This design comes from an exercise in tuning for small area and a short achievable clock period on the open sky130 flow, not from production work.
At most, simulation tests tie the RTL to the original design; equivalence was not proved.
The RTL of run 7 was laid out without a check of its function.
Power figures rest on the tool's default switching activity, not on a simulated workload.

## flow/flow/run.sh

```bash
#!/bin/bash
# The standard layout (standard.sh), with buf_2 cells as the port buffers.
# make's output goes to standard.log; ORFS keeps each step's log under orfs/logs/.
set -euo pipefail
export BUFFER_PORTS_ARGS="-buffer_cell sky130_fd_sc_hd__buf_2"
bash standard.sh > standard.log 2>&1
```

## flow/standard.sh

```bash
#!/bin/bash
# synth_recipe.tcl (not shown) runs the flow's synth.tcl, then flattens the netlist and writes it again
# the make line also repeats each setting of config.mk as NAME=value (left out here)
make -C /OpenROAD-flow-scripts/flow DESIGN_CONFIG=/design/flow/config.mk WORK_HOME=/design/flow/orfs CLKGATE_MAP_FILE= SYNTH_SCRIPT=/design/flow/synth_recipe.tcl "${@:-finish}"
```

## flow/config.mk

```make
export PLATFORM = sky130hd
export DESIGN_NAME = cpu
export DESIGN_NICKNAME = cpu
export VERILOG_FILES = /design/flow/design.v
export SDC_FILE = /design/flow/constraint.sdc
export NUM_CORES = 4
export LEC_CHECK = 0
export CAP_MARGIN = 20
export CORE_MARGIN = 2
export CORE_UTILIZATION = 40
export CTS_CLUSTER_DIAMETER = 80
export CTS_CLUSTER_SIZE = 22
export PLACE_DENSITY = 0.6
export SETUP_SLACK_MARGIN = 5
export SLEW_MARGIN = 20
export SYNTH_HIERARCHICAL = 1
```

## flow/constraint.sdc

```tcl
create_clock -name core_clock -period 22.0 [get_ports {clk}]
set_input_delay 4.4000 -clock core_clock [delete_from_list [all_inputs] [get_ports {clk}]]
set_output_delay 4.4000 -clock core_clock [all_outputs]
set_load 0.01 [all_outputs]
```

## flow/design.v

```verilog
module cpu( clk, rst_n, hlt, pc, imem_data, dmem_addr, dmem_wdata, dmem_we, dmem_rdata);
    input clk, rst_n;
    output hlt;
    output [15:0] pc;
    input [15:0] imem_data;
    output [15:0] dmem_addr, dmem_wdata;
    output dmem_we;
    input [15:0] dmem_rdata;
    wire [15:0] inst = imem_data;
    wire [3:0] op = inst[15:12];
    wire rst = ~rst_n;
    wire op_add  = (op == 4'h0);
    wire op_sub  = (op == 4'h1);
    wire op_xor  = (op == 4'h2);
    wire op_red  = (op == 4'h3);
    wire op_sll  = (op == 4'h4);
    wire op_sra  = (op == 4'h5);
    wire op_ror  = (op == 4'h6);
    wire op_padd = (op == 4'h7);
    wire op_lw   = (op == 4'h8);
    wire op_sw   = (op == 4'h9);
    wire op_llb  = (op == 4'hA);
    wire op_lhb  = (op == 4'hB);
    wire op_b    = (op == 4'hC);
    wire op_br   = (op == 4'hD);
    wire op_pcs  = (op == 4'hE);
    wire op_hlt  = (op == 4'hF);
    wire op_mem  = op_lw | op_sw;
    wire op_sh   = op_sll | op_sra | op_ror;
    reg [15:0] pc_r;
    reg [2:0] flags_r;    
    reg [255:0] rf;
    wire m2 = op_sw | op_llb | op_lhb;
    wire [15:0] rs, rtr;
    wire [15:0] sel1, sel2;
    genvar d;
    generate for (d = 0; d < 16; d = d + 1) begin : dec
        assign sel1[d] = (inst[7:4] == d);
        assign sel2[d] = m2 ? (inst[11:8] == d) : (inst[3:0] == d);
    end endgenerate
    rdport RP1 (.rf(rf), .sel(sel1), .q(rs));
    rdport RP2 (.rf(rf), .sel(sel2), .q(rtr));
    wire [15:0] rd;
    wire [2:0] flags;
    alu ALU0 (.inst(inst), .rs(rs), .rtr(rtr), .flags_r(flags_r), .rd(rd), .flags(flags));
    wire [15:0] ci, cb;
    wire [14:0] pn, pb;
    assign ci[0] = 1'b1;
    assign cb[0] = 1'b1;
    genvar g;
    generate for (g = 0; g < 15; g = g + 1) begin : pcadd
        wire bb = inst[g < 9 ? g : 8];
        assign pn[g] = pc_r[g+1] ^ ci[g];
        assign ci[g+1] = pc_r[g+1] & ci[g];
        assign pb[g] = pc_r[g+1] ^ bb ^ cb[g];
        assign cb[g+1] = (pc_r[g+1] & bb) | (pc_r[g+1] & cb[g]) | (bb & cb[g]);
    end endgenerate
    wire [15:0] pc_next = {pn, pc_r[0]};
    wire [15:0] pc_br = {pb, pc_r[0]};
    wire fN = flags_r[2], fV = flags_r[1], fZ = flags_r[0];
    reg cond;
    always @(*) begin
        case (inst[11:9])
            3'b000: cond = ~fZ;
            3'b001: cond = fZ;
            3'b010: cond = ~fZ & ~fN;
            3'b011: cond = fN;
            3'b100: cond = fZ | ~fN;
            3'b101: cond = fN | fZ;
            3'b110: cond = fV;
            default: cond = 1'b1;
        endcase
    end
    wire [15:0] pc_new = (op_b & cond) ? pc_br :
                         (op_br & cond) ? rs :
                         op_hlt ? pc_r : pc_next;
    wire rf_we = ~(op_sw | op_b | op_br | op_hlt);
    wire [15:0] wdata = op_lw ? dmem_rdata :
                        op_llb ? {rtr[15:8], inst[7:0]} :
                        op_lhb ? {inst[7:0], rtr[7:0]} :
                        op_pcs ? pc_next : rd;
    integer k;
    always @(posedge clk) begin
        pc_r <= rst ? 16'h0000 : pc_new;
        flags_r <= rst ? 3'b000 : flags;
        for (k = 0; k < 16; k = k + 1)
            if (rst | (rf_we && inst[11:8] == k))
                rf[16*k +: 16] <= wdata & {16{rst_n}};
    end
    assign pc = pc_r;
    assign hlt = op_hlt;
    assign dmem_addr = rd;
    assign dmem_wdata = rtr;
    assign dmem_we = op_sw & rst_n;
endmodule
module rdport(rf, sel, q);
    input [255:0] rf;
    input [15:0] sel;
    output reg [15:0] q;
    integer i;
    always @(*) begin
        q = 16'h0000;
        for (i = 0; i < 16; i = i + 1)
            q = q | (rf[16*i +: 16] & {16{sel[i]}});
    end
endmodule
module alu(inst, rs, rtr, flags_r, rd, flags);
    input [15:0] inst, rs, rtr;
    input [2:0] flags_r;
    output reg [15:0] rd;
    output reg [2:0] flags;
    wire [3:0] op = inst[15:12];
    wire op_add  = (op == 4'h0);
    wire op_sub  = (op == 4'h1);
    wire op_xor  = (op == 4'h2);
    wire op_red  = (op == 4'h3);
    wire op_sll  = (op == 4'h4);
    wire op_sra  = (op == 4'h5);
    wire op_ror  = (op == 4'h6);
    wire op_padd = (op == 4'h7);
    wire op_lw   = (op == 4'h8);
    wire op_sw   = (op == 4'h9);
    wire op_mem  = op_lw | op_sw;
    wire op_sh   = op_sll | op_sra | op_ror;
    wire sub = op_sub;
    wire [15:0] A = op_mem ? {rs[15:1], 1'b0} : rs;
    wire [15:0] Bsrc = op_mem ? {{11{inst[3]}}, inst[3:0], 1'b0} : rtr;
    wire [15:0] B = sub ? ~Bsrc : Bsrc;
    wire k8 = ~op_red;
    wire [16:0] xa = {A[15:8], k8, A[7:0]};
    wire [16:0] xb = {B[15:8], 1'b0, B[7:0]};
    wire [17:0] xs = xa + xb + {16'b0, sub};
    wire [15:0] S = {xs[16:9], xs[7:0]};
    wire ovf = (A[15] == B[15]) & (S[15] != A[15]);
    wire [15:0] addsat = ovf ? (A[15] ? 16'h0100 : 16'h7FFF) : S;
    wire [3:0] n0 = rs[3:0] + rtr[3:0];
    wire [3:0] n1 = rs[7:4] + rtr[7:4];
    wire [3:0] n2 = rs[11:8] + rtr[11:8];
    wire [3:0] n3 = rs[15:12] + rtr[15:12];
    wire ov0 = (rs[3] == rtr[3]) & (n0[3] != rs[3]);
    wire ov1 = (rs[7] == rtr[7]) & (n1[3] != rs[7]);
    wire [15:0] padd;
    assign padd[3:0]   = ov0 ? (rs[3] ? 4'h1 : 4'h7) : n0;
    assign padd[7:4]   = ov1 ? (rs[7] ? 4'h1 : 4'h7) : n1;
    assign padd[11:8]  = (ov0 & ~(rs[11] ^ rtr[11])) ? (rs[11] ? 4'h1 : 4'h7) : n2;
    assign padd[15:12] = (ov0 & ~(rs[15] ^ rtr[15])) ? (rs[15] ? 4'h1 : 4'h7) : n3;
    wire c1 = xs[8];
    wire c2 = xs[17];
    wire [8:0] ab = {1'b0, S[7:0]} + {1'b0, S[15:8]};
    wire kk = ab[8];
    wire [4:0] T = {4'b0, kk} + (c1 ? 5'd15 : 5'd0) + (c2 ? 5'd15 : 5'd0);
    wire [15:0] red = {{4{T[4]}}, T[3:0], ab[7:0]};
    wire [3:0] n = inst[3:0];
    wire [3:0] r = op_sll ? (4'd0 - n) : n;
    wire [15:0] s1 = r[0] ? {rs[0],   rs[15:1]} : rs;
    wire [15:0] s2 = r[1] ? {s1[1:0], s1[15:2]} : s1;
    wire [15:0] s3 = r[2] ? {s2[3:0], s2[15:4]} : s2;
    wire [15:0] s4 = r[3] ? {s3[7:0], s3[15:8]} : s3;
    wire [15:0] lowm = ~(16'hFFFF << n);
    wire [15:0] him  = ~(16'hFFFF >> n);
    wire [15:0] kill = ({16{op_sll}} & lowm) | ({16{op_sra}} & him);
    wire [15:0] fill = {16{op_sra & rs[15]}} & him;
    wire [15:0] sh = (s4 & ~kill) | fill;
    always @(*) begin
        case (op)
            4'h0, 4'h1: rd = addsat;
            4'h2: rd = rs ^ rtr;
            4'h3: rd = red;
            4'h4, 4'h5, 4'h6: rd = sh;
            4'h7: rd = padd;
            4'h8, 4'h9: rd = S;
            4'hA, 4'hB: rd = rtr;
            default: rd = rs;
        endcase
    end
    always @(*) begin
        if (op_add | op_sub)
            flags = {~ovf & S[15], ovf, ~ovf & (S == 16'h0000)};
        else if (op_xor | op_sh)
            flags = {flags_r[2:1], flags_r[0] | (rd == 16'h0000)};
        else
            flags = flags_r;
    end
endmodule
```

==> results by group, run 1 <==
Status
  – Status: complete, no violations

Timing
  – Minimum clock period: 16.58 ns
  – Unrepaired setup endpoints after global routing: no
  – Least-Margin Pin Slew: 1.20 ns
  – Fmax: 60.3 MHz
  – Clock Skews: 0.0150 ns
  – Final Hold Viols: 0
  – # setup viols final: 0
  – Setup tns final: 0 ns
  – Tcrit/Tclk final: 0.753
  – Fin. max-slew vios: 0
  – Rel. slew slack: 0.200

Worst setup path
  – Critical Path RT: 17.60 ns
  – CP Buf/Inv Count: 6
  – Reg-to-reg endpoint: rf[77]
  – Crit path largest cell delay: 0.67 ns
  – Worst r2r src: rf[5]
  – Worst reg-to-reg path cell count: 29
  – Worst EP arrival: 12.18 ns
  – Top delay family on crit path: compound AO/OA/AOI/OAI gates
  – Crit-path max FO: 38
  – Startpoint types: input port
  – FF-to-FF setup slack: 13.11 ns
  – Critical-path top delay cell: a221oi_1
  – CP Class: input port to primary output
  – CP Capture Type: primary output

Clock tree
  – Clk sinks: 275
  – Worst-Skew Late Latency: 0.52 ns
  – CTS Buf Count: 16
  – CTS root buf: clkbuf_16
  – CTS Buffer Depth: 3
  – H-tree depth: 1
  – Reg clk slew, reported paths: 0.09 ns
  – CTS tree: done

GRT
  – Grt total ovfl: 0
  – Largest net degree at the start of global routing: 55
  – Global-route wire length before repair: 106000 um
  – All-Layer GR Usage: 0.301
  – Initial antenna violation count: 3
  – Vias in the first global route: 15100

Place
  – Inst Count DP: 2352
  – Final HPWL DP: 53900 um
  – Port bufs: 83
  – RD Place Congestion: 1.08

Route
  – First DRT Iteration DRCs: 2167
  – Vias: 16600
  – Detail Route Antenna Nets: 0
  – WL/cell: 31.4 um
  – Vias per Instance: 6.93
  – Drc violations: 0
  – TritonRoute pass-1 iters: 5
  – Routed WL: 75100 um

Finish
  – Antenna fix cells: 0
  – Final Net Count: 1885
  – Ratio of cells with drive above 1 in the final layout: 0.166
  – Fillers: 4396
  – Final cell count without fillers: 2394
  – Area growth syn-to-layout: 8.63%

Floorplan
  – Chip Height: 221 um
  – I/O Pins: 84
  – Die area: 48700 um2
  – Die Span X: 221 um
  – Initial core utilization: 0.404
  – Total core area: 46500 um2
  – FP Rows: 79

Logic synthesis
  – Syn Nets: 1871
  – Yosys reg bits: 275
  – Compound-cell area share of the yosys netlist: 0.273
  – Asr flop ratio synth: 0
  – Post-synthesis xor/xnor area fraction: 0.0191
  – Synth Area in Adders: 0.0577
  – Post-Syn Area per Cell: 10.7 um2
  – Synthesized area: 18800 um2
  – Sequential share of the synthesized area: 0.429
  – Mux share of post-synthesis cell area: 0.0518
  – Cell taking the most area after synthesis: edfxtp_1
  – Largest family of logic cells by synthesized area: compound AO/OA/AOI/OAI gates
  – Synth warn: 9
  – Post-Synth Simple-Gate Area: 0.110
  – Post-synth EDFFs: 256
  – Synth top area share: 0.409
  – Synth Flop Type: edfxtp_1
  – Cells after Synth: 1763
  – Count of unique library cells instantiated by Yosys: 94
  – Top post-synthesis cells by area: edfxtp_1 (41%), a22o_1 (6.9%), a221oi_1 (6.1%)

Job
  – Max-cap violations: 0

Worst hold path
  – Hold endpoint: flags_r[1]
  – Hold path start: flags_r[1]
  – Min-delay worst type: flop to flop
  – Min-Delay Path Depth: 2

Power and ir drop
  – Peak VDD IR: 0.0000617 V
  – Pwr/cell area: 87.4 nW/um2
  – Static Leak: 0.00757 uW
==> synthesized netlist by cell type (21+ instances only) <==
| library cell | count |
|---|---|
| nor3_1 | 30 |
| ha_1 | 53 |
| buf_2 | 30 |
| clkbuf_1 | 96 |
| nor2_1 | 116 |
| a21oi_1 | 120 |
| nand2_1 | 70 |
| fa_1 | 21 |
| a211oi_1 | 27 |
| nand4_1 | 47 |
| a22o_1 | 147 |
| mux2i_1 | 55 |
| xnor2_1 | 34 |
| edfxtp_1 | 256 |
| buf_6 | 32 |
| a221oi_1 | 131 |
| inv_1 | 39 |
| o21ai_0 | 81 |
==> cells in the final DEF (no fill, tap or decap), types with 9 or more instances in the layout <==
master,netlist,layout
xnor2_1,34,34
o21ai_2,2,19
o22ai_1,11,11
a21oi_1,120,112
buf_4,3,87
a31oi_1,12,12
inv_1,39,39
a221oi_1,131,128
mux2i_1,55,55
and2_1,18,18
clkbuf_16,0,17
edfxtp_1,256,256
mux2_4,10,10
a21o_1,13,13
nor3_1,30,24
ha_1,53,53
nand4_1,47,47
o211ai_1,9,9
clkbuf_1,96,9
nand3_1,18,18
o21ai_0,81,65
a211oi_1,27,27
nor2_1,116,116
o31ai_2,1,13
dfxtp_1,19,19
nor2b_1,20,20
a32o_1,15,15
a22o_1,147,147
nand2b_1,20,20
fa_1,21,21
nand2_1,70,70
buf_2,30,81
==> sequential cells by signal, summed over array words and instances (netlist names) <==
name,cells
flags_r,3
pc_r,16
rf,256
==> final cells by class <==
| cell class | instances | area (um2) | area share |
|---|---|---|---|
| timing repair buffer | 169 | 1070 | 0.0522 |
| tap | 607 | 759 | 0.0372 |
| sequential | 275 | 8070 | 0.395 |
| clock inverter | 2 | 38.8 | 0.00190 |
| multi-input combinational | 1274 | 9860 | 0.483 |
| clock buffer | 26 | 459 | 0.0225 |
| inverter | 41 | 154 | 0.00754 |
==> what timing repair did <==
item	in CTS	in global routing
setup buffers	1	13
hold buffers	0	0
endpoints found under the setup margin	3	8
pin swaps	3	5
gates resized for setup	0	6
==> modules after synthesis, one instance, submodules excluded <==
module / flops+latches / copies in the design
rdport: 0 / 2
cpu: 275 / 1
alu: 0 / 1
==> metrics by stage <==
| stage | power (uW) | util | setup WS (ns) | hold WS, ns | instance area, um2 |
|---|---|---|---|---|---|
| 2_1_floorplan | 1160 | - | 7.02 | 0.523 | 18800 |
| 3_3_place_gp | 1430 | 0.426 | 5.06 | 0.546 | 19800 |
| 3_5_place_dp | 1430 | 0.426 | 4.96 | 0.552 | 19800 |
| 4_1_cts | 1760 | 0.437 | 5.00 | 0.576 | 20300 |
| 5_1_grt | 1850 | 0.439 | 5.02 | 0.608 | 20400 |
| 6_report | 1780 | 0.439 | 5.42 | 0.582 | 20400 |
==> worst reg2reg max path: cells and delay by family, from the launching register on <==
kind,cells,cell delay [ns]
multiplexers,1,0.24
AO/OA/AOI/OAI,14,4.08
AND/OR/NAND/NOR,6,1.61
buffers and inverters,3,0.42
XOR/XNOR,1,0.30
flip-flops,1,0.40
adder cells (fa/ha/maj),4,1.64
==> worst max path at each step <==
stage,from,to,slack [ns],cells past startpoint
after floorplan,imem_data[14],dmem_addr[8],7.02,32
after global placement,imem_data[15],dmem_addr[8],5.06,33
after detailed placement,imem_data[15],dmem_addr[15],4.96,36
after CTS,imem_data[15],dmem_addr[15],5.00,36
after global routing,imem_data[15],dmem_addr[15],5.02,37
final,imem_data[15],dmem_addr[15],5.42,33
==> where the power goes <==
| group | total, uW | switching [uW] | internal, uW | leakage, uW |
|---|---|---|---|---|
| combinational | 755 | 498 | 257 | 0.00455 |
| clock | 325 | 168 | 157 | 0.000238 |
| sequential | 704 | 39.2 | 665 | 0.00279 |
| total | 1780 | 705 | 1080 | 0.00757 |
==> kinds of logic after synthesis <==
logic type      after synthesis
xor+xnor                     41
fa+ha+maj                    74
flops                       275
mux                          82
simple gates                397
buf+inv                     214
compound gates              680
==> metal layers <==
| metal | wire length, um | vias to the layer above | part of all wire | global-route usage |
|---|---|---|---|---|
| met4 | 4140 | 2 | 0.055 | 0.152 |
| li1 | - | 7104 | - | - |
| met2 | 33600 | 1008 | 0.45 | 0.468 |
| met5 | 13 | - | 0.00017 | 0 |
| met3 | 7340 | 181 | 0.098 | 0.0513 |
| met1 | 30100 | 8303 | 0.40 | 0.406 |
==> run 2: changes to the inputs <==
==> flow/flow/run.sh (replaced) <==
#!/bin/bash
# The standard layout (standard.sh) with two changes:
#  - synthesis maps the alu module with ABC's area script (abc_area.script) and the other
#    modules with the speed script, as the standard synthesis does; everything else in the
#    synthesis (ORFS synth.tcl, synth_recipe.tcl's flatten and renames) is unchanged;
#  - the port buffers are buf_2 cells.
# make's output goes to standard.log; ORFS keeps each step's log under orfs/logs/.
set -euo pipefail
W=$(pwd)
sed 's|^  log_cmd abc {\*}\$abc_args$|  set abc_area_args [lreplace $abc_args 1 1 $::env(SCRIPTS_DIR)/abc_area.script]\n  log_cmd abc {*}$abc_area_args alu\n  log_cmd abc {*}$abc_args rdport cpu|' \
  "$FLOW_HOME/scripts/synth.tcl" > "$W/flow_synth.tcl"
grep -q 'abc_area_args' "$W/flow_synth.tcl"
sed "s|source \$::env(SCRIPTS_DIR)/synth.tcl|source $W/flow_synth.tcl|" "$W/synth_recipe.tcl" > "$W/flow_synth_recipe.tcl"
grep -q "source $W/flow_synth.tcl" "$W/flow_synth_recipe.tcl"
sed "s|SYNTH_SCRIPT=[^ ]*|SYNTH_SCRIPT=$W/flow_synth_recipe.tcl|" "$W/standard.sh" > "$W/standard_mix.sh"
grep -q "SYNTH_SCRIPT=$W/flow_synth_recipe.tcl" "$W/standard_mix.sh"
export BUFFER_PORTS_ARGS="-buffer_cell sky130_fd_sc_hd__buf_2"
bash "$W/standard_mix.sh" > standard.log 2>&1
==> results by group, run 2 <==
Worst setup path
  – Critical Path RT: 17.60 ns
  – FF-to-FF setup slack: 14.29 ns
  – Top delay family on crit path: compound AO/OA/AOI/OAI gates
  – Worst reg-to-reg path cell count: 31
  – Reg-to-reg endpoint: rf[120]
  – CP Class: input port to primary output
  – CP Capture Type: primary output
  – Startpoint types: input port
  – Critical-path top delay cell: nand4_1
  – Worst EP arrival: 11.93 ns
  – Most used cell, CP: inv_1
  – Crit-path max FO: 32
  – Worst r2r src: rf[66]
  – CP Buf/Inv Count: 8
  – Crit path largest cell delay: 0.56 ns

Finish
  – FF+latch area: 8070 um2
  – Multi-input gate area: 9090 um2
  – Area growth syn-to-layout: 8.40%
  – Final Net Count: 2045
  – Most frequent cells in the layout: nand2_1 (290), edfxtp_1 (256), nand3_1 (144), a22o_1 (142), a221oi_1 (132)
  – Commonest non-fill, non-tap cell in the layout: nand2_1
  – Ratio of cells with drive above 1 in the final layout: 0.133
  – Fillers: 4449
  – Non-Filler Cell Area, Final: 19800 um2
  – Number of flip-flops in the largest register: 256
  – Largest regs: rf x256, pc_r x16, flags_r x3
  – Largest Register: rf

Route
  – Vias per Instance: 6.44
  – Detail Route Antenna Nets: 0
  – Vias: 16400
  – Routed WL: 70800 um
  – TritonRoute pass-1 iters: 6
  – Drc violations: 0
  – WL/cell: 27.8 um
  – First DRT Iteration DRCs: 1773

Logic synthesis
  – Synth top area share: 0.421
  – Top post-synthesis cells by area: edfxtp_1 (42%), a22o_1 (6.8%), a221oi_1 (6.3%)
  – Post-synth EDFFs: 256
  – Synthesized area: 18300 um2
  – Cell taking the most area after synthesis: edfxtp_1
  – Synth warn: 9
  – Synth Flop Type: edfxtp_1
  – Yosys reg bits: 275
  – Sequential share of the synthesized area: 0.441
  – Syn Nets: 2009
  – Post-Syn Area per Cell: 9.61 um2
  – Post-synth top cells: nand2_1 (290), edfxtp_1 (256), nand3_1 (144)
  – Cells after Synth: 1901
  – Asr flop ratio synth: 0
  – Count of unique library cells instantiated by Yosys: 69
  – Most numerous cell in the Yosys netlist: nand2_1

Timing
  – Rel. slew slack: 0.283
  – Tcrit/Tclk final: 0.742
  – Final setup margin: 5.67 ns
  – Minimum clock period: 16.33 ns
  – Clock Skews: 0.0292 ns
  – Fmax: 61.2 MHz
  – Fin. max-slew vios: 0
  – # setup viols final: 0
  – Unrepaired setup endpoints after global routing: no
  – Least-Margin Pin Slew: 1.07 ns
  – Setup tns final: 0 ns
  – Final Hold Viols: 0

Clock tree
  – CTS Buf Count: 16
  – CTS tree: done
  – H-tree depth: 1
  – PostCTS Resize Cnt: 0
  – Number of setup buffers added after CTS: 0
  – Worst-Skew Late Latency: 0.52 ns
  – CTS Hold Buffers Added: 0
  – CTS Buffer Depth: 3
  – CTS root buf: clkbuf_16
  – Clk sinks: 275
  – Reg clk slew, reported paths: 0.09 ns

Power and ir drop
  – Flop pwr share: 0.410
  – Static Leak: 0.00812 uW
  – Sw Ratio: 0.400
  – Pwr/cell area: 86.2 nW/um2
  – Clk pwr share: 0.188
  – P_sw: 683 uW
  – Int Power: 1020 uW
  – Logic gate share of total power: 0.402
  – Peak VDD IR: 0.0000654 V

Floorplan
  – Die area: 47400 um2
  – Total core area: 45300 um2
  – I/O Pins: 84
  – Die Span X: 218 um
  – Initial core utilization: 0.404
  – Chip Height: 218 um
  – FP Rows: 78

GRT
  – Vias in the first global route: 15400
  – Largest net degree at the start of global routing: 55
  – Grt total ovfl: 0
  – All-Layer GR Usage: 0.292
  – Global-route wire length before repair: 103000 um
  – Initial antenna violation count: 0

Place
  – Dpl ws: 5.90 ns
  – RD Place Congestion: 0.977
  – Final HPWL DP: 52100 um
  – Port bufs: 83
  – Area post-placement: 19300 um2

Worst hold path
  – Min-Delay Path Depth: 2
  – Hold endpoint: pc_r[0]
  – Min-delay worst type: flop to flop
  – Hold path start: pc_r[0]

Job
  – Max-cap violations: 0

Status
  – Status: complete, no violations
run 2: cell types whose count changed after synthesis, sizes merged, moves of 30 or more:
cell,before,now
inv,40,136
clkbuf,96,66
a21oi,120,69
nand2,70,300
nand3,18,149
mux2i,56,19
run 2: per-module statistics from Yosys (local to each module, per instance):
module	copies in the design	cells inside	flip-flops and latches
rdport	2	176	0
alu	1	891	0
cpu	1	658	275
run 2: cell families after synthesis:
group	after synthesis	synth area share
AND/OR/NAND/NOR	677	0.168
AO/OA/AOI/OAI	541	0.222
flip-flops	275	0.441
buffers and inverters	268	0.0723
adder cells (fa/ha/maj)	74	0.0593
multiplexers	34	0.0215
XOR/XNOR	32	0.0153
run 2: final cells by class:
cell class | instances | share of cell area
Antenna cell | 1 | 0.000126
Clock buffer | 20 | 0.0220
Clock inverter | 2 | 0.00196
Inverter | 137 | 0.0261
Multi-Input combinational cell | 1358 | 0.459
Sequential cell | 275 | 0.407
Tap cell | 600 | 0.0379
Timing Repair Buffer | 149 | 0.0460
run 2: stage by stage:
| stage | utilization | hold WS [ns] | power, uW | std cells |
|---|---|---|---|---|
| CTS | 0.437 | 0.589 | 1690 | 2541 |
| global placement | 0.426 | 0.569 | 1370 | 2519 |
| floorplan | - | 0.537 | 1120 | 1901 |
| global route | 0.437 | 0.607 | 1790 | 2541 |
| detailed placement | 0.427 | 0.574 | 1380 | 2519 |
| finish | 0.437 | 0.587 | 1710 | 2542 |
run 2: routing by layer:
metal  global-route usage  part of all wire  vias to the layer above
li1                     -                 -                     7231
met1                0.398              0.42                     8157
met2                0.471              0.46                      835
met3               0.0445             0.085                      138
met4                0.106             0.037                        0
met5                    0                 0                        -
run 2: power by group through the flow:
| stage | sequential [uW] | combinational, uW | clock (uW) |
|---|---|---|---|
| floorplan | 701 | 423 | 0 |
| global placement | 706 | 666 | 0 |
| detailed placement | 710 | 665 | 0 |
| CTS | 698 | 668 | 324 |
| global route | 707 | 742 | 340 |
| finish | 700 | 687 | 321 |
run 2: worst max-delay path by stage:
stage / start / to / slack [ns] / cells past startpoint
5_1_grt: imem_data[15] / dmem_addr[8] / 5.20 / 37
2_1_floorplan: imem_data[14] / dmem_addr[8] / 7.65 / 34
3_5_place_dp: imem_data[15] / dmem_addr[8] / 5.90 / 34
6_report: imem_data[15] / dmem_addr[11] / 5.67 / 35
4_1_cts: imem_data[15] / dmem_addr[8] / 5.88 / 34
3_3_place_gp: imem_data[15] / dmem_addr[12] / 6.07 / 36
run 2: tightest hold or removal path, cell delays in order, from the launching register on:
cell	delay, ns
dfxtp_1	0.36
mux2i_1	0.13
nor2b_1	0.05
==> run 3: changes to the inputs <==
==> flow/flow/run.sh (replaced) <==
#!/bin/bash
# The standard layout (standard.sh) with two changes:
#  - synthesis is ORFS's synth.tcl and synth_recipe.tcl unchanged except for the one ABC call,
#    which maps each module with its own ABC script: alu with $W/flow/abc_map.script, rdport with $S/abc_speed.script,
#    cpu with $W/flow/abc_map.script (scripts named flow/... are in this folder, the others are ORFS's);
#  - the port buffers are buf_2 cells.
# make's output goes to standard.log; ORFS keeps each step's log under orfs/logs/.
set -euo pipefail
W=$(pwd)
S=$FLOW_HOME/scripts
ALU=$W/flow/abc_map.script; RDP=$S/abc_speed.script; CPU=$W/flow/abc_map.script
sed 's|^  log_cmd abc {\*}\$abc_args$|  log_cmd abc {*}[lreplace $abc_args 1 1 '"$ALU"'] alu\n  log_cmd abc {*}[lreplace $abc_args 1 1 '"$RDP"'] rdport\n  log_cmd abc {*}[lreplace $abc_args 1 1 '"$CPU"'] cpu|' \
  "$S/synth.tcl" > "$W/flow_synth.tcl"
grep -q "lreplace .abc_args 1 1 $CPU. cpu" "$W/flow_synth.tcl"
sed "s|source \$::env(SCRIPTS_DIR)/synth.tcl|source $W/flow_synth.tcl|" "$W/synth_recipe.tcl" > "$W/flow_synth_recipe.tcl"
grep -q "source $W/flow_synth.tcl" "$W/flow_synth_recipe.tcl"
sed "s|SYNTH_SCRIPT=[^ ]*|SYNTH_SCRIPT=$W/flow_synth_recipe.tcl|" "$W/standard.sh" > "$W/standard_mix.sh"
grep -q "SYNTH_SCRIPT=$W/flow_synth_recipe.tcl" "$W/standard_mix.sh"
export BUFFER_PORTS_ARGS="-buffer_cell sky130_fd_sc_hd__buf_2"
bash "$W/standard_mix.sh" > standard.log 2>&1
==> flow/flow/abc_map.script (new file) <==
strash
&get -n
&dch -f
&nf -R 1000
&put
topo
stime -c
==> results by group, run 3 <==
Logic synthesis
  – Post-Syn Area per Cell: 11.0 um2
  – Post-synth top cells: edfxtp_1 (256), a221oi_1 (136), a21oi_1 (135)
  – Most numerous cell in the Yosys netlist: edfxtp_1
  – Asr flop ratio synth: 0
  – Synth Flop Type: edfxtp_1
  – Synth warn: 9
  – Sequential share of the synthesized area: 0.479
  – Synth top area share: 0.457
  – Cell taking the most area after synthesis: edfxtp_1
  – Syn Nets: 1641
  – Synthesized area: 16800 um2
  – Count of unique library cells instantiated by Yosys: 57
  – Top post-synthesis cells by area: edfxtp_1 (46%), a221oi_1 (7.1%), a22o_1 (6.7%)
  – Cells after Synth: 1533
  – Post-synth EDFFs: 256
  – Yosys reg bits: 275

Route
  – DR top layer: met4
  – Routed WL: 63500 um
  – Met3 WL: 5550 um
  – TritonRoute pass-1 iters: 6
  – Metal-1 WL: 26000 um
  – Drc violations: 0
  – Length of routed met2 wiring: 29700 um
  – Vias per Instance: 6.73
  – Detail Route Antenna Nets: 0
  – First DRT Iteration DRCs: 1876
  – Vias: 14700
  – WL/cell: 29.1 um

Timing
  – Setup tns final: 0 ns
  – Final Hold Viols: 0
  – Fin. max-slew vios: 0
  – Final setup margin: 5.36 ns
  – Minimum clock period: 16.64 ns
  – Fmax: 60.1 MHz
  – Tcrit/Tclk final: 0.756
  – # setup viols final: 0
  – Clock Skews: 0.0219 ns
  – Unrepaired setup endpoints after global routing: no
  – Least-Margin Pin Slew: 1.14 ns
  – Rel. slew slack: 0.239

Worst setup path
  – CP Class: input port to primary output
  – Startpoint types: input port
  – FF-to-FF setup slack: 13.57 ns
  – CP Capture Type: primary output
  – Critical-path top delay cell: a22oi_1
  – Crit-path max FO: 32
  – Worst reg-to-reg path cell count: 26
  – Critical Path RT: 17.60 ns
  – Most used cell, CP: a21oi_1
  – Worst EP arrival: 12.24 ns
  – Crit path largest cell delay: 0.55 ns

Finish
  – Largest regs: rf x256, pc_r x16, flags_r x3
  – Final cell count without fillers: 2183
  – Non-Filler Cell Area, Final: 18600 um2
  – Final Net Count: 1745
  – Antenna fix cells: 0
  – Layout Utilization: 0.445
  – Area growth syn-to-layout: 10.3%
  – Largest Register: rf
  – Commonest non-fill, non-tap cell in the layout: edfxtp_1
  – Number of flip-flops in the largest register: 256
  – Most frequent cells in the layout: edfxtp_1 (256), a221oi_1 (136), a21oi_1 (135), a22o_1 (128), nand2_1 (124)
  – Ratio of cells with drive above 1 in the final layout: 0.121

Worst hold path
  – Min-delay worst type: flop to flop
  – Min-Delay Path Depth: 2

GRT
  – Vias in the first global route: 14000
  – Global-route wire length before repair: 93600 um
  – Initial antenna violation count: 0
  – All-Layer GR Usage: 0.286
  – Largest net degree at the start of global routing: 53
  – Grt total ovfl: 0

Clock tree
  – CTS tree: done
  – Clk sinks: 275
  – PostCTS Resize Cnt: 0
  – CTS Buffer Depth: 3
  – Reg clk slew, reported paths: 0.09 ns
  – Worst-Skew Late Latency: 0.52 ns
  – CTS Hold Buffers Added: 0
  – CTS root buf: clkbuf_16
  – H-tree depth: 1
  – CTS Buf Count: 17

Floorplan
  – Die area: 43700 um2
  – I/O Pins: 84
  – Chip Height: 209 um
  – Total core area: 41800 um2
  – Die Span X: 209 um
  – Initial core utilization: 0.403
  – FP Rows: 75

Job
  – Max-cap violations: 0

Status
  – Status: complete, no violations

Place
  – Area post-placement: 18000 um2
  – Port bufs: 83
  – Final HPWL DP: 46100 um
  – Inst Count DP: 2149
  – Dpl ws: 5.37 ns
  – RD Place Congestion: 0.982

Power and ir drop
  – Static Leak: 0.00679 uW
  – Pwr/cell area: 99.2 nW/um2
  – Peak VDD IR: 0.0000709 V
-- run 3: cell count changes after synthesis, sizes merged, moves of 20 or more --
cell,previous run,this run
a21oi,69,135
clkbuf,66,16
clkinv,1,30
inv,136,0
mux2i,19,44
nand2,300,124
nand3,149,33
nor2,127,106
o21ai,113,93
-- run 3: cell type report --
cell class,count,area [um2]
clock inverters,5,51.3
multi-input cells,1164,8300
repair buffers,149,918
inverters,30,113
fillers,3908,23200
well taps,539,674
flip-flops and latches,275,8070
clock buffers,21,440
-- run 3: where the power goes --
part	switching [uW]	leakage, uW	internal [uW]
combinational	519	0.00377	270
sequential	44.7	0.00278	682
clock	179	0.000232	147
-- run 3: stage by stage --
stage / hold WS, ns / total power, uW
5_1_grt: 0.644 / 1940
6_report: 0.590 / 1840
2_1_floorplan: 0.518 / 1230
3_5_place_dp: 0.571 / 1490
3_3_place_gp: 0.567 / 1490
4_1_cts: 0.592 / 1820
-- run 3: metal layers --
layer  vias to the layer above  GRT usage
li1                       6452          -
met1                      7334      0.386
met2                       775      0.467
met3                       124     0.0484
met4                         0     0.0983
met5                         -          0
-- run 3: logic make-up (layout without fill, tap and decap cells) --
family	after synthesis	count (layout)	share of synthesized area
buffers and inverters	94	205	0.0361
adders and majority gates	75	75	0.0650
muxes	44	44	0.0262
xor gates and xnor gates	52	52	0.0271
DFF	275	275	0.479
AOI/OAI and AO/OA	620	620	0.265
and+or+nand+nor	373	373	0.102
-- run 3: Yosys stat by module, one instance, submodules excluded --
| module | copies in the design | area, um2 |
|---|---|---|
| cpu | 1 | 10300 |
| alu | 1 | 3610 |
| rdport | 2 | 1480 |
-- run 3: worst max-delay path, delay by kind of cell --
| family | cells | cell delay (ns) |
|---|---|---|
| adders and majority gates | 3 | 1.15 |
| buffers and inverters | 4 | 0.93 |
| AOI/OAI and AO/OA | 15 | 3.37 |
| and+or+nand+nor | 10 | 1.83 |
| xor gates and xnor gates | 2 | 0.54 |
-- run 3: repair_timing --
action                     CTS  global route
buffers inserted             0             8
setup endpoints to repair    0             6
hold endpoints to repair     0             0
-- run 3: worst paths after layout --
| check | start | endpoint |
|---|---|---|
| setup reg to reg | rf[83] | rf[217] |
| hold / removal | pc_r[0] | pc_r[0] |
| setup / recovery | imem_data[14] | dmem_addr[9] |
| hold reg to reg | pc_r[0] | pc_r[0] |
==> run 4: changes to the inputs <==
--- a/flow/flow/run.sh
+++ b/flow/flow/run.sh
@@ -3,4 +3,4 @@
 #  - synthesis is ORFS's synth.tcl and synth_recipe.tcl unchanged except for the one ABC call,
-#    which maps each module with its own ABC script: alu with $W/flow/abc_map.script, rdport with $S/abc_speed.script,
-#    cpu with $W/flow/abc_map.script (scripts named flow/... are in this folder, the others are ORFS's);
+#    which maps each module with its own ABC script: alu with $W/flow/abc_area2.script, rdport with $S/abc_speed.script,
+#    cpu with $W/flow/abc_area2.script (scripts named flow/... are in this folder, the others are ORFS's);
 #  - the port buffers are buf_2 cells.
@@ -10,3 +10,3 @@
 S=$FLOW_HOME/scripts
-ALU=$W/flow/abc_map.script; RDP=$S/abc_speed.script; CPU=$W/flow/abc_map.script
+ALU=$W/flow/abc_area2.script; RDP=$S/abc_speed.script; CPU=$W/flow/abc_area2.script
 sed 's|^  log_cmd abc {\*}\$abc_args$|  log_cmd abc {*}[lreplace $abc_args 1 1 '"$ALU"'] alu\n  log_cmd abc {*}[lreplace $abc_args 1 1 '"$RDP"'] rdport\n  log_cmd abc {*}[lreplace $abc_args 1 1 '"$CPU"'] cpu|' \
==> flow/flow/abc_area2.script (new file) <==
strash
&get -n
&dch -f
&nf -R 1000
&put
topo
stime -c
buffer -c
upsize -c
dnsize -c
removed: flow/flow/abc_map.script
==> results by group, run 4 <==
Floorplan
  – Die Span X: 212 um
  – I/O Pins: 84
  – FP Rows: 76
  – Initial core utilization: 0.404
  – Total core area: 43000 um2
  – Chip Height: 212 um
  – Die area: 45100 um2

Power and ir drop
  – Logic gate share of total power: 0.427
  – Static Leak: 0.00707 uW
  – P_sw: 809 uW
  – Sw Ratio: 0.414
  – Clk pwr share: 0.202
  – Peak VDD IR: 0.0000651 V
  – Final Power: 1950 uW
  – Pwr/cell area: 103 nW/um2
  – Int Power: 1150 uW
  – Flop pwr share: 0.371

Finish
  – Ratio of cells with drive above 1 in the final layout: 0.149
  – Non-Filler Cell Area, Final: 18900 um2
  – Fillers: 4141
  – Number of flip-flops in the largest register: 256
  – Largest regs: rf x256, pc_r x16, flags_r x3
  – Area growth syn-to-layout: 9.04%
  – Most frequent cells in the layout: edfxtp_1 (256), a221oi_1 (134), a21oi_1 (131), a22o_1 (128), nand2_1 (122)
  – Final Net Count: 1755
  – Commonest non-fill, non-tap cell in the layout: edfxtp_1
  – Largest Register: rf

Logic synthesis
  – Cell taking the most area after synthesis: edfxtp_1
  – Synthesized area: 17400 um2
  – Post-synth EDFFs: 256
  – Synth top area share: 0.443
  – Syn Nets: 1724
  – Yosys reg bits: 275
  – Sequential share of the synthesized area: 0.464
  – Synth warn: 9
  – Top post-synthesis cells by area: edfxtp_1 (44%), a221oi_1 (6.8%), a22o_1 (6.5%)
  – Count of unique library cells instantiated by Yosys: 75
  – Cells after Synth: 1616
  – Post-Syn Area per Cell: 10.7 um2
  – Most numerous cell in the Yosys netlist: edfxtp_1
  – Post-synth top cells: edfxtp_1 (256), a221oi_1 (134), a21oi_1 (131)
  – Asr flop ratio synth: 0
  – Synth Flop Type: edfxtp_1

Route
  – Routed WL: 66700 um
  – TritonRoute pass-1 iters: 6
  – Drc violations: 0
  – WL/cell: 29.7 um
  – Detail Route Antenna Nets: 0
  – First DRT Iteration DRCs: 1789
  – Vias per Instance: 6.61
  – Vias: 14800

Worst setup path
  – Crit path largest cell delay: 0.59 ns
  – CP Capture Type: primary output
  – Critical Path RT: 17.60 ns
  – Startpoint types: input port
  – Critical-path top delay cell: a221oi_1
  – Crit-path max FO: 32
  – Worst EP arrival: 11.88 ns
  – Top delay family on crit path: compound AO/OA/AOI/OAI gates
  – Most used cell, CP: a21oi_1
  – CP Class: input port to primary output
  – CP Buf/Inv Count: 4

GRT
  – Largest net degree at the start of global routing: 53
  – Global-route wire length before repair: 95500 um
  – All-Layer GR Usage: 0.291
  – Vias in the first global route: 14000
  – Initial antenna violation count: 1
  – Grt total ovfl: 0

Place
  – Port bufs: 83
  – Final HPWL DP: 47900 um
  – RD Place Congestion: 1.05
  – Area post-placement: 18300 um2
  – Dpl ws: 6.02 ns

Clock tree
  – CTS Hold Buffers Added: 0
  – Clk sinks: 275
  – CTS root buf: clkbuf_16
  – PostCTS Resize Cnt: 0
  – CTS tree: done
  – H-tree depth: 1
  – Number of setup buffers added after CTS: 0
  – Worst-Skew Late Latency: 0.55 ns
  – CTS Buf Count: 20
  – Reg clk slew, reported paths: 0.07 ns
  – CTS Buffer Depth: 3

Timing
  – Minimum clock period: 16.28 ns
  – Least-Margin Pin Slew: 1.17 ns
  – Tcrit/Tclk final: 0.740
  – Fin. max-slew vios: 0
  – Rel. slew slack: 0.217
  – Final Hold Viols: 0
  – Unrepaired setup endpoints after global routing: no
  – Fmax: 61.4 MHz
  – WHS: 0.601 ns
  – Clock Skews: 0.0284 ns
  – # setup viols final: 0
  – Final setup margin: 5.72 ns
  – Setup tns final: 0 ns

Status
  – Status: complete, no violations

Worst hold path
  – Min-delay worst type: flop to flop

Job
  – Max-cap violations: 0
[run 4: cell count changes after synthesis, sizes merged]
cell	change
buf	+25
clkbuf	+58
clkinv	-30
inv	+30
[run 4: final timing paths]
| kind | depth (start not counted) | end | from | slack [ns] |
|---|---|---|---|---|
| worst min-delay path | 2 | pc_r[0] | pc_r[0] | 0.60 |
| worst max-delay path | 33 | dmem_addr[9] | imem_data[14] | 5.72 |
| worst min register to register | 2 | pc_r[0] | pc_r[0] | 0.60 |
| worst max register to register | 26 | rf[123] | rf[83] | 13.82 |
[run 4: per-module statistics from Yosys, one instance, submodules excluded]
module	cell area [um2]	cells inside
alu	3900	610
rdport	1480	176
cpu	10500	654
[run 4: cells by family (layout without fill, tap and decap cells)]
logic type | after synthesis | in the layout | synth area share
compound gates | 620 | 620 | 0.260
buf+inv | 177 | 220 | 0.0588
simple gates | 373 | 373 | 0.101
flops | 275 | 275 | 0.464
xor+xnor | 52 | 52 | 0.0267
other cells | 0 | 1 | 0
mux | 44 | 44 | 0.0268
fa+ha+maj | 75 | 75 | 0.0630
[run 4: layout make-up]
class | instances | area, um2 | area share
diodes | 1 | 2.50 | 0.000132
clock buffers | 28 | 552 | 0.0291
clock inverters | 6 | 108 | 0.00568
inverters | 30 | 113 | 0.00595
multi-input cells | 1164 | 8400 | 0.444
flip-flops and latches | 275 | 8070 | 0.426
well taps | 585 | 732 | 0.0386
repair buffers | 156 | 963 | 0.0509
[run 4: stage by stage]
stage	utilization	cells
2_1_floorplan	-	1616
3_3_place_gp	0.425	2210
3_5_place_dp	0.425	2210
4_1_cts	0.441	2244
5_1_grt	0.441	2244
6_report	0.441	2245
[run 4: worst register-to-register path, cell delays in order (launching register included)]
cell	delay [ns]
edfxtp_1	0.40
a22o_1	0.25
a221oi_1	0.46
nand4_1	0.94
ha_1	0.69
a21oi_1	0.19
nand2_2	0.10
a41oi_2	0.35
o211ai_1	0.17
xor2_1	0.37
ha_1	0.35
a21oi_1	0.15
o21ai_0	0.17
a21oi_1	0.21
nor2b_1	0.08
o21ai_0	0.21
nand2b_1	0.09
a21o_1	0.22
fa_1	0.36
o21ai_0	0.34
a211oi_1	0.10
nand4_1	0.14
a21oi_1	0.05
nor2_1	0.27
mux2i_1	0.25
a211oi_1	0.50
o221a_2	0.54
[run 4: power groups by stage]
stage / Clock (uW) / Sequential [uW] / Combinational, uW
3_5_place_dp: 0 / 734 / 809
4_1_cts: 398 / 723 / 814
6_report: 395 / 725 / 834
3_3_place_gp: 0 / 730 / 814
2_1_floorplan: 0 / 723 / 525
5_1_grt: 418 / 733 / 894
[run 4: layer usage]
metal  vias up  global-route usage  wire length [um]
li1       6473                   -                 -
met1      7342               0.380             26600
met2       831               0.468             30800
met3       182              0.0592              6180
met4         2               0.128              3170
met5         -                   0                 9
==> run 5: changes to the inputs <==
--- a/flow/flow/run.sh
+++ b/flow/flow/run.sh
@@ -5,3 +5,4 @@
 #    cpu with $W/flow/abc_area2.script (scripts named flow/... are in this folder, the others are ORFS's);
-#  - the port buffers are buf_2 cells.
+#  - the port buffers are buf_2 cells;
+#  - repair_timing aims for 9 ns of setup slack (SETUP_SLACK_MARGIN=9).
 # make's output goes to standard.log; ORFS keeps each step's log under orfs/logs/.
@@ -18,2 +19,3 @@
 grep -q "SYNTH_SCRIPT=$W/flow_synth_recipe.tcl" "$W/standard_mix.sh"
+export SETUP_SLACK_MARGIN=9
 export BUFFER_PORTS_ARGS="-buffer_cell sky130_fd_sc_hd__buf_2"
--- a/flow/config.mk
+++ b/flow/config.mk
@@ -13,3 +13,2 @@
 export PLACE_DENSITY = 0.6
-export SETUP_SLACK_MARGIN = 5
 export SLEW_MARGIN = 20
==> results by group, run 5 <==
Floorplan
  – Initial core utilization: 0.404
  – I/O Pins: 84
  – Chip Height: 212 um
  – Total core area: 43000 um2
  – FP Rows: 76
  – Die Span X: 212 um
  – Die area: 45100 um2

Route
  – Routed WL: 73200 um
  – WL/cell: 31.0 um
  – Vias: 15700
  – TritonRoute pass-1 iters: 5
  – First DRT Iteration DRCs: 1796
  – Detail Route Antenna Nets: 0
  – Drc violations: 0
  – Vias per Instance: 6.65

Timing
  – # setup viols final: 0
  – Final setup margin: 7.19 ns
  – Setup tns final: 0 ns
  – Rel. slew slack: 0.270
  – Final Hold Viols: 0
  – Tcrit/Tclk final: 0.673
  – Clock Skews: 0.0248 ns
  – Unrepaired setup endpoints after global routing: yes
  – Fmax: 67.5 MHz
  – Minimum clock period: 14.81 ns
  – Least-Margin Pin Slew: 1.09 ns
  – Fin. max-slew vios: 0

Logic synthesis
  – Top post-synthesis cells by area: edfxtp_1 (44%), a221oi_1 (6.8%), a22o_1 (6.5%)
  – Cells after Synth: 1616
  – Post-synth EDFFs: 256
  – Most numerous cell in the Yosys netlist: edfxtp_1
  – Sequential share of the synthesized area: 0.464
  – Cell taking the most area after synthesis: edfxtp_1
  – Synthesized area: 17400 um2
  – Count of unique library cells instantiated by Yosys: 75
  – Yosys reg bits: 275
  – Post-synth top cells: edfxtp_1 (256), a221oi_1 (134), a21oi_1 (131)
  – Asr flop ratio synth: 0
  – Synth Flop Type: edfxtp_1
  – Post-Syn Area per Cell: 10.7 um2
  – Syn Nets: 1724
  – Synth top area share: 0.443
  – Synth warn: 9

Finish
  – Commonest non-fill, non-tap cell in the layout: edfxtp_1
  – Ratio of cells with drive above 1 in the final layout: 0.295
  – Fillers: 3949
  – Largest Register: rf
  – Most frequent cells in the layout: edfxtp_1 (256), buf_4 (154), a22o_1 (128), nand2_1 (118), nor2_1 (96)
  – Final Net Count: 1874
  – Number of flip-flops in the largest register: 256
  – Area growth syn-to-layout: 22.3%
  – FF+latch area: 8070 um2
  – Multi-input gate area: 9520 um2
  – Antenna fix cells: 0
  – Largest regs: rf x256, pc_r x16, flags_r x3

Worst setup path
  – Critical-path top delay cell: ha_1
  – Top delay family on crit path: compound AO/OA/AOI/OAI gates
  – CP Class: input port to primary output
  – Worst r2r src: rf[21]
  – CP Capture Type: primary output
  – Worst reg-to-reg path cell count: 28
  – Worst setup startpoint: imem_data[4]
  – CP Buf/Inv Count: 4
  – Total stage count of the critical path: 26
  – Crit path largest cell delay: 0.52 ns
  – Critical Path RT: 17.60 ns
  – Startpoint types: input port
  – Crit-path max FO: 16
  – Most used cell, CP: a21oi_2
  – Worst EP arrival: 10.41 ns

Clock tree
  – CTS Buf Count: 21
  – H-tree depth: 1
  – CTS root buf: clkbuf_16
  – Clk sinks: 275
  – CTS tree: done
  – CTS Hold Buffers Added: 0
  – CTS Buffer Depth: 3
  – Worst-Skew Late Latency: 0.54 ns
  – Reg clk slew, reported paths: 0.07 ns

GRT
  – All-Layer GR Usage: 0.319
  – Largest net degree at the start of global routing: 53
  – Vias in the first global route: 14600
  – Grt total ovfl: 0
  – Global-route wire length before repair: 104000 um
  – Initial antenna violation count: 0

Worst hold path
  – Hold path start: pc_r[14]
  – Min-Delay Path Depth: 2
  – Min-delay worst type: flop to flop

Place
  – Port bufs: 83
  – Final HPWL DP: 48400 um
  – RD Place Congestion: 0.988
  – Dpl ws: 5.76 ns

Power and ir drop
  – Pwr/cell area: 107 nW/um2
  – Peak VDD IR: 0.0000674 V
  – Static Leak: 0.00804 uW

Status
  – Status: complete, no violations

Job
  – Max-cap violations: 0
[run 5: cell families after synthesis]
kind of cell,synth area share
compound gates,0.260
simple gates,0.101
flops,0.464
buf+inv,0.0588
fa+ha+maj,0.0630
xor+xnor,0.0267
mux,0.0268
[run 5: final cells by class]
cell class              count  area share
clock buffers              21      0.0247
well taps                 585      0.0344
flip-flops and latches    275       0.380
repair buffers            272       0.101
clock inverters            10     0.00642
multi-input cells        1166       0.448
inverters                  30     0.00530
[run 5: timing repair]
action,in CTS,in global routing
resized for setup,164,52
buffers inserted,93,24
hold endpoints to repair,0,0
cloned,6,0
endpoints found under the setup margin,16,16
pin swaps,80,58
[run 5: per-stage QoR]
stage	area (um2)	cells	util	hold WS (ns)	power, uW
floorplan	17600	1616	-	0.517	1290
global placement	18400	2205	0.429	0.598	1590
detailed placement	18500	2205	0.430	0.597	1590
CTS	20800	2335	0.483	0.606	2190
global route	21200	2359	0.494	0.651	2370
finish	21200	2359	0.494	0.611	2280
[run 5: modules after synthesis, one instance, submodules excluded]
module	cell area, um2	copies in the design	cells	flops+latches
rdport	1480	2	176	0
cpu	10500	1	654	275
alu	3900	1	610	0
[run 5: path summary, 6_finish.rpt]
check                                     to  slack [ns]
worst max-delay path            dmem_addr[8]        7.19
worst min-delay path                pc_r[14]        0.61
worst max register to register       rf[159]       14.90
worst min register to register      pc_r[14]        0.61
[run 5: where the power goes]
part,internal (uW),switching (uW)
logic,468,690
clock network,186,209
registers,682,49.5
[run 5: tightest hold or removal path, cell delays in order (launching register included)]
cell     delay (ns)
dfxtp_1        0.35
o21ai_0        0.16
a21oi_1        0.05
[run 5: layer usage]
metal	vias to the layer above	share of wire	wire length [um]	global-route usage
met5	-	0	0	0
met2	934	0.46	33800	0.520
met1	7853	0.40	29000	0.421
met4	0	0.047	3460	0.127
li1	6704	-	-	-
met3	189	0.094	6870	0.0594
==> run 6: changes to the inputs <==
--- a/flow/flow/run.sh
+++ b/flow/flow/run.sh
@@ -6,3 +6,3 @@
 #  - the port buffers are buf_2 cells;
-#  - repair_timing aims for 9 ns of setup slack (SETUP_SLACK_MARGIN=9).
+#  - repair_timing aims for 7 ns of setup slack (SETUP_SLACK_MARGIN=7).
 # make's output goes to standard.log; ORFS keeps each step's log under orfs/logs/.
@@ -19,3 +19,3 @@
 grep -q "SYNTH_SCRIPT=$W/flow_synth_recipe.tcl" "$W/standard_mix.sh"
-export SETUP_SLACK_MARGIN=9
+export SETUP_SLACK_MARGIN=7
 export BUFFER_PORTS_ARGS="-buffer_cell sky130_fd_sc_hd__buf_2"
==> results by group, run 6 <==
Clock tree
  – CTS Buffer Depth: 3
  – Worst-Skew Late Latency: 0.55 ns
  – H-tree depth: 1
  – Reg clk slew, reported paths: 0.07 ns
  – CTS Buf Count: 20
  – CTS root buf: clkbuf_16
  – Clk sinks: 275
  – CTS tree: done
  – CTS Hold Buffers Added: 0

Finish
  – Largest Register: rf
  – Largest regs: rf x256, pc_r x16, flags_r x3
  – Most frequent cells in the layout: edfxtp_1 (256), buf_4 (129), a22o_1 (128), nand2_1 (118), a21oi_1 (118)
  – Fillers: 4022
  – Area growth syn-to-layout: 16.6%
  – Ratio of cells with drive above 1 in the final layout: 0.235
  – Layout Utilization: 0.471
  – Final Net Count: 1827
  – Commonest non-fill, non-tap cell in the layout: edfxtp_1
  – Number of flip-flops in the largest register: 256
  – Final cell count without fillers: 2317

Worst setup path
  – FF-to-FF setup slack: 15.04 ns
  – Reg-to-reg endpoint: flags_r[0]
  – Critical-path top delay cell: fa_1
  – Crit-path max FO: 16
  – CP Capture Type: primary output
  – CP Class: input port to primary output
  – Startpoint types: input port
  – Critical Path RT: 17.60 ns
  – Worst reg-to-reg path cell count: 32
  – Most used cell, CP: a21oi_1
  – Crit path largest cell delay: 0.49 ns
  – Worst r2r src: rf[17]
  – Worst EP arrival: 10.49 ns

Timing
  – Tcrit/Tclk final: 0.677
  – Minimum clock period: 14.89 ns
  – # setup viols final: 0
  – Unrepaired setup endpoints after global routing: yes
  – Final setup margin: 7.11 ns
  – Least-Margin Pin Slew: 1.14 ns
  – Fin. max-slew vios: 0
  – Setup tns final: 0 ns
  – Final Hold Viols: 0
  – Clock Skews: 0.0280 ns
  – Rel. slew slack: 0.235
  – Fmax: 67.2 MHz

Logic synthesis
  – Count of unique library cells instantiated by Yosys: 75
  – Top post-synthesis cells by area: edfxtp_1 (44%), a221oi_1 (6.8%), a22o_1 (6.5%)
  – Post-Syn Area per Cell: 10.7 um2
  – Synth Flop Type: edfxtp_1
  – Syn Nets: 1724
  – Post-synth EDFFs: 256
  – Cells after Synth: 1616
  – Asr flop ratio synth: 0
  – Cell taking the most area after synthesis: edfxtp_1
  – Most numerous cell in the Yosys netlist: edfxtp_1
  – Synth top area share: 0.443
  – Post-synth top cells: edfxtp_1 (256), a221oi_1 (134), a21oi_1 (131)
  – Sequential share of the synthesized area: 0.464
  – Synthesized area: 17400 um2
  – Synth warn: 9
  – Yosys reg bits: 275

Power and ir drop
  – Peak VDD IR: 0.0000652 V
  – Pwr/cell area: 107 nW/um2
  – Static Leak: 0.00759 uW

Worst hold path
  – Hold endpoint: pc_r[0]
  – Min-Delay Path Depth: 2
  – Min-delay worst type: flop to flop
  – Hold path start: pc_r[0]

GRT
  – Met1 usage: 0.392
  – GR Util met3: 0.0521
  – Global-route wire length before repair: 96900 um
  – Met2 GRT Util: 0.477
  – Initial antenna violation count: 0
  – GRT busiest layer: met2
  – Grt total ovfl: 0
  – Vias in the first global route: 14100
  – Largest net degree at the start of global routing: 53
  – All-Layer GR Usage: 0.296

Route
  – Vias: 15300
  – WL/cell: 29.9 um
  – First DRT Iteration DRCs: 2168
  – Drc violations: 0
  – Routed WL: 69300 um
  – TritonRoute pass-1 iters: 5
  – Detail Route Antenna Nets: 0
  – Vias per Instance: 6.61

Place
  – RD Place Congestion: 1.05
  – Port bufs: 83
  – Dpl ws: 6.02 ns
  – Inst Count DP: 2210
  – Final HPWL DP: 47900 um

Floorplan
  – Die area: 45100 um2
  – Chip Height: 212 um
  – Initial core utilization: 0.404
  – I/O Pins: 84
  – FP Rows: 76
  – Die Span X: 212 um
  – Total core area: 43000 um2

Job
  – Max-cap violations: 0

Status
  – Status: complete, no violations
-- run 6: cell types whose count changed in the layout (fill, tap and decap cells not counted), moves of 4 or more --
cell      previous run  this run
a21oi_1             95       118
a21oi_2             29        13
a21oi_4             11         4
a221oi_1            87       106
a221oi_2            45        29
buf_12              12         3
buf_4              154       129
buf_6               24        10
clkbuf_1             0         7
nand3_1             25        30
nand3_2              8         3
nor2_4               8         3
o21ai_2             13         9
-- run 6: how the worst max path moves through the flow --
| stage | start | endpoint | slack (ns) | cells past startpoint |
|---|---|---|---|---|
| floorplan | imem_data[12] | dmem_addr[8] | 7.41 | 32 |
| global placement | imem_data[14] | dmem_addr[9] | 6.01 | 33 |
| detailed placement | imem_data[14] | dmem_addr[9] | 6.02 | 33 |
| CTS | imem_data[12] | dmem_addr[8] | 7.00 | 35 |
| global route | imem_data[14] | dmem_addr[8] | 6.83 | 35 |
| finish | imem_data[14] | dmem_addr[8] | 7.11 | 34 |
-- run 6: critical path, delay by kind of cell --
family / cells / cell delay, ns
compound gates: 13 / 1.96
xor+xnor: 2 / 0.44
fa+ha+maj: 3 / 1.12
buf+inv: 4 / 0.75
simple gates: 12 / 1.79
-- run 6: final cells by class --
class / instances / area (um2) / area share
repair buffers: 228 / 1670 / 0.0826
flip-flops and latches: 275 / 8070 / 0.398
clock buffers: 28 / 552 / 0.0272
diodes: 1 / 2.50 / 0.000124
multi-input cells: 1164 / 9010 / 0.445
inverters: 30 / 113 / 0.00556
clock inverters: 6 / 108 / 0.00531
well taps: 585 / 732 / 0.0361
-- run 6: report_power, final --
group	internal, uW	switching, uW
sequential	681	47.6
combinational	408	642
clock	188	207
total	1280	896
-- run 6: cells by family after synthesis --
family                     count (synthesis)  synth area share
xor gates and xnor gates                  52            0.0267
DFF                                      275             0.464
buffers and inverters                    177            0.0588
and+or+nand+nor                          373             0.101
muxes                                     44            0.0268
adders and majority gates                 75            0.0630
AOI/OAI and AO/OA                        620             0.260
-- run 6: metal layers --
layer / wire length, um / part of all wire
met2: 32000 / 0.46
met3: 6420 / 0.093
met5: 0 / 0
met1: 27300 / 0.39
met4: 3480 / 0.050
-- run 6: per-module statistics from Yosys, one instance, submodules excluded --
module,cells,flip-flops and latches,area (um2)
alu,610,0,3900
rdport,176,0,1480
cpu,654,275,10500
-- run 6: metrics by stage --
stage	area (um2)	power (uW)	hold slack [ns]
after floorplan	17400	1250	0.517
after global placement	18300	1540	0.586
after detailed placement	18300	1540	0.576
after CTS	19400	1990	0.589
after global routing	20300	2260	0.600
final	20300	2170	0.597
-- run 6: what timing repair did --
item,4_1_cts,5_1_grt
endpoints found under the setup margin,15,13
cloned,0,5
setup buffers,36,30
pin swaps,23,41
gates resized for setup,37,116
==> run 7: changes to the inputs <==
--- a/flow/design.v
+++ b/flow/design.v
@@ -128,22 +128,20 @@
     wire [15:0] B = sub ? ~Bsrc : Bsrc;
-    wire k8 = ~op_red;
-    wire [16:0] xa = {A[15:8], k8, A[7:0]};
-    wire [16:0] xb = {B[15:8], 1'b0, B[7:0]};
-    wire [17:0] xs = xa + xb + {16'b0, sub};
-    wire [15:0] S = {xs[16:9], xs[7:0]};
+    wire k4  = ~op_padd;
+    wire k8  = ~(op_padd | op_red);
+    wire k12 = ~op_padd;
+    wire [18:0] xa = {A[15:12], k12, A[11:8], k8, A[7:4], k4, A[3:0]};
+    wire [18:0] xb = {B[15:12], 1'b0, B[11:8], 1'b0, B[7:4], 1'b0, B[3:0]};
+    wire [19:0] xs = xa + xb + {18'b0, sub};
+    wire [15:0] S = {xs[18:15], xs[13:10], xs[8:5], xs[3:0]};
     wire ovf = (A[15] == B[15]) & (S[15] != A[15]);
     wire [15:0] addsat = ovf ? (A[15] ? 16'h0100 : 16'h7FFF) : S;
-    wire [3:0] n0 = rs[3:0] + rtr[3:0];
-    wire [3:0] n1 = rs[7:4] + rtr[7:4];
-    wire [3:0] n2 = rs[11:8] + rtr[11:8];
-    wire [3:0] n3 = rs[15:12] + rtr[15:12];
-    wire ov0 = (rs[3] == rtr[3]) & (n0[3] != rs[3]);
-    wire ov1 = (rs[7] == rtr[7]) & (n1[3] != rs[7]);
+    wire ov0 = (A[3] == B[3]) & (S[3] != A[3]);
+    wire ov1 = (A[7] == B[7]) & (S[7] != A[7]);
     wire [15:0] padd;
-    assign padd[3:0]   = ov0 ? (rs[3] ? 4'h1 : 4'h7) : n0;
-    assign padd[7:4]   = ov1 ? (rs[7] ? 4'h1 : 4'h7) : n1;
-    assign padd[11:8]  = (ov0 & ~(rs[11] ^ rtr[11])) ? (rs[11] ? 4'h1 : 4'h7) : n2;
-    assign padd[15:12] = (ov0 & ~(rs[15] ^ rtr[15])) ? (rs[15] ? 4'h1 : 4'h7) : n3;
-    wire c1 = xs[8];
-    wire c2 = xs[17];
+    assign padd[3:0]   = ov0 ? (A[3] ? 4'h1 : 4'h7) : S[3:0];
+    assign padd[7:4]   = ov1 ? (A[7] ? 4'h1 : 4'h7) : S[7:4];
+    assign padd[11:8]  = (ov0 & ~(A[11] ^ B[11])) ? (A[11] ? 4'h1 : 4'h7) : S[11:8];
+    assign padd[15:12] = (ov0 & ~(A[15] ^ B[15])) ? (A[15] ? 4'h1 : 4'h7) : S[15:12];
+    wire c1 = xs[9];
+    wire c2 = xs[19];
     wire [8:0] ab = {1'b0, S[7:0]} + {1'b0, S[15:8]};
--- a/flow/flow/run.sh
+++ b/flow/flow/run.sh
@@ -5,4 +5,3 @@
 #    cpu with $W/flow/abc_area2.script (scripts named flow/... are in this folder, the others are ORFS's);
-#  - the port buffers are buf_2 cells;
-#  - repair_timing aims for 7 ns of setup slack (SETUP_SLACK_MARGIN=7).
+#  - the port buffers are buf_2 cells.
 # make's output goes to standard.log; ORFS keeps each step's log under orfs/logs/.
@@ -19,3 +18,2 @@
 grep -q "SYNTH_SCRIPT=$W/flow_synth_recipe.tcl" "$W/standard_mix.sh"
-export SETUP_SLACK_MARGIN=7
 export BUFFER_PORTS_ARGS="-buffer_cell sky130_fd_sc_hd__buf_2"
--- a/flow/config.mk
+++ b/flow/config.mk
@@ -13,2 +13,3 @@
 export PLACE_DENSITY = 0.6
+export SETUP_SLACK_MARGIN = 5
 export SLEW_MARGIN = 20
==> results by group, run 7 <==
Clock tree
  – CTS root buf: clkbuf_16
  – CTS tree: done
  – CTS Hold Buffers Added: 0
  – Reg clk slew, reported paths: 0.09 ns
  – CTS Buffer Depth: 3
  – Worst-Skew Late Latency: 0.53 ns
  – H-tree depth: 1
  – CTS Buf Count: 18
  – Clk sinks: 275

Place
  – Area post-placement: 18000 um2
  – Dpl ws: 5.48 ns
  – Port bufs: 83
  – RD Place Congestion: 1.04

Logic synthesis
  – Syn Nets: 1692
  – Most numerous cell in the Yosys netlist: edfxtp_1
  – Cells after Synth: 1601
  – Cell taking the most area after synthesis: edfxtp_1
  – Post-synth top cells: edfxtp_1 (256), a221oi_1 (137), a21oi_1 (136)
  – Sequential share of the synthesized area: 0.471
  – Synth Flop Type: edfxtp_1
  – Post-synth EDFFs: 256
  – Synth top area share: 0.449
  – Synth warn: 9

Timing
  – Final setup margin: 5.52 ns
  – Final Hold Viols: 0
  – Clock Skews: 0.0235 ns
  – Rel. slew slack: 0.270
  – # setup viols final: 0
  – Minimum clock period: 16.48 ns
  – Setup tns final: 0 ns
  – Tcrit/Tclk final: 0.749
  – Least-Margin Pin Slew: 1.10 ns

Power and ir drop
  – Clk pwr share: 0.186
  – P_sw: 798 uW
  – Pwr/cell area: 104 nW/um2
  – Peak VDD IR: 0.0000759 V
  – Int Power: 1140 uW

Worst hold path
  – Min-delay worst type: flop to flop
  – Hold endpoint: pc_r[12]

Route
  – Routed WL: 63800 um
  – First DRT Iteration DRCs: 1878
  – Detail Route Antenna Nets: 0
  – DR top layer: met4
  – Length of routed met2 wiring: 29000 um
  – Vias: 14700
  – WL/cell: 29.2 um
  – Metal-1 WL: 26600 um
  – Met3 WL: 5520 um

Floorplan
  – Chip Height: 211 um
  – FP Rows: 75
  – Total core area: 42100 um2

Worst setup path
  – CP Buf/Inv Count: 6
  – Worst reg-to-reg path cell count: 31
  – Worst EP arrival: 12.08 ns
  – Crit path largest cell delay: 0.46 ns
  – Top delay family on crit path: compound AO/OA/AOI/OAI gates
  – Critical Path RT: 17.60 ns
  – FF-to-FF setup slack: 14.09 ns
  – CP Class: input port to primary output
  – Crit-path max FO: 32
  – Reg-to-reg endpoint: flags_r[0]
  – CP Capture Type: primary output

GRT
  – Largest net degree at the start of global routing: 53
  – Vias in the first global route: 13700
  – Initial antenna violation count: 0
  – Grt total ovfl: 0
  – All-Layer GR Usage: 0.282

Finish
  – Commonest non-fill, non-tap cell in the layout: edfxtp_1
  – Ratio of cells with drive above 1 in the final layout: 0.152

Status
  – Status: complete, no violations

Job
  – Max-cap violations: 0
run 7: metal layers:
metal	vias up	GRT usage
met4	0	0.104
met3	152	0.0388
li1	6429	-
met2	827	0.448
met1	7312	0.395
met5	-	0
run 7: how the worst max path moves through the flow:
stage	start	endpoint	slack (ns)	depth (start not counted)
2_1_floorplan	imem_data[12]	dmem_addr[15]	6.99	35
3_3_place_gp	imem_data[0]	dmem_addr[12]	5.61	34
3_5_place_dp	imem_data[0]	dmem_addr[15]	5.48	35
4_1_cts	imem_data[0]	dmem_addr[15]	5.46	35
5_1_grt	imem_data[13]	dmem_addr[15]	5.02	36
6_report	imem_data[13]	dmem_addr[15]	5.52	35
run 7: power groups by stage:
stage               registers [uW]  logic, uW  clock network [uW]
CTS                            732        826                 363
global placement               741        831                   0
finish                         735        847                 361
global route                   743        912                 384
floorplan                      732        530                   0
detailed placement             744        822                   0
run 7: final cells by class:
type	instances	area, um2
timing repair buffer	160	996
fill	4027	23500
clock inverter	7	100
inverter	27	101
sequential	275	8070
tap	539	674
multi-input combinational	1156	8210
clock buffer	19	475
antenna	1	2.50
run 7: repair_timing:
| action | in CTS | in global routing |
|---|---|---|
| endpoints found under the setup margin | 0 | 4 |
| resized for setup | 0 | 1 |
| setup buffers | 0 | 4 |
run 7: metrics by stage:
| stage | power [uW] | hold WS (ns) | util | std cells |
|---|---|---|---|---|
| 3_5_place_dp | 1570 | 0.600 | 0.427 | 2153 |
| 2_1_floorplan | 1260 | 0.549 | - | 1601 |
| 6_report | 1940 | 0.616 | 0.442 | 2184 |
| 5_1_grt | 2040 | 0.651 | 0.442 | 2183 |
| 4_1_cts | 1920 | 0.614 | 0.441 | 2179 |
| 3_3_place_gp | 1570 | 0.594 | 0.427 | 2153 |
run 7: logic make-up after synthesis:
family / Yosys count / share of synthesized area
compound gates: 628 / 0.265
xor+xnor: 55 / 0.0290
fa+ha+maj: 58 / 0.0497
buf+inv: 170 / 0.0566
flops: 275 / 0.471
mux: 46 / 0.0273
simple gates: 369 / 0.101
run 7: per-module statistics from Yosys, one instance, submodules excluded:
module  flops+latches  times used  area, um2
alu                 0           1       3650
rdport              0           2       1480
cpu               275           1      10500
run 7: worst min-delay path: cells and delay by family (launching register included):
kind	cells	cell delay (ns)
flip-flops	1	0.36
AO/OA/AOI/OAI	2	0.21

## afterwards: timing with drivers on the ports
How much do the figures lean on ideal ports? The routed layouts below were timed once more, with nothing changed but the port constraints. Step 1 assumes that a clkbuf_16 drives the clock port and a buf_2 every other input. Step 2 also shifts input and output timing later by t, the mid clock arrival at the registers, as if the neighbouring blocks saw the same clock. Slacks: ideal / step 1 / step 2; pairs: ideal / step 1.
run | t, ns | slack for setup (ns) | latest minus earliest clock arrival (ns)
run 1 | 0.556 | 5.425 / 5.397 / 5.397 | 0.015 / 0.015
run 2 | 0.552 | 5.668 / 5.614 / 5.614 | 0.029 / 0.029
run 3 | 0.554 | 5.359 / 5.311 / 5.311 | 0.022 / 0.022
run 4 | 0.587 | 5.720 / 5.661 / 5.661 | 0.028 / 0.028
run 5 | 0.587 | 7.188 / 7.090 / 7.090 | 0.025 / 0.025
run 6 | 0.587 | 7.109 / 7.070 / 7.070 | 0.028 / 0.028
run 7 | 0.570 | 5.516 / 5.492 / 5.492 | 0.024 / 0.023
After both steps setup and hold are still met in every run listed. The setup slack of run 5, which loses most, moves by -0.098 ns with the drivers and by -0.098 ns with both steps.
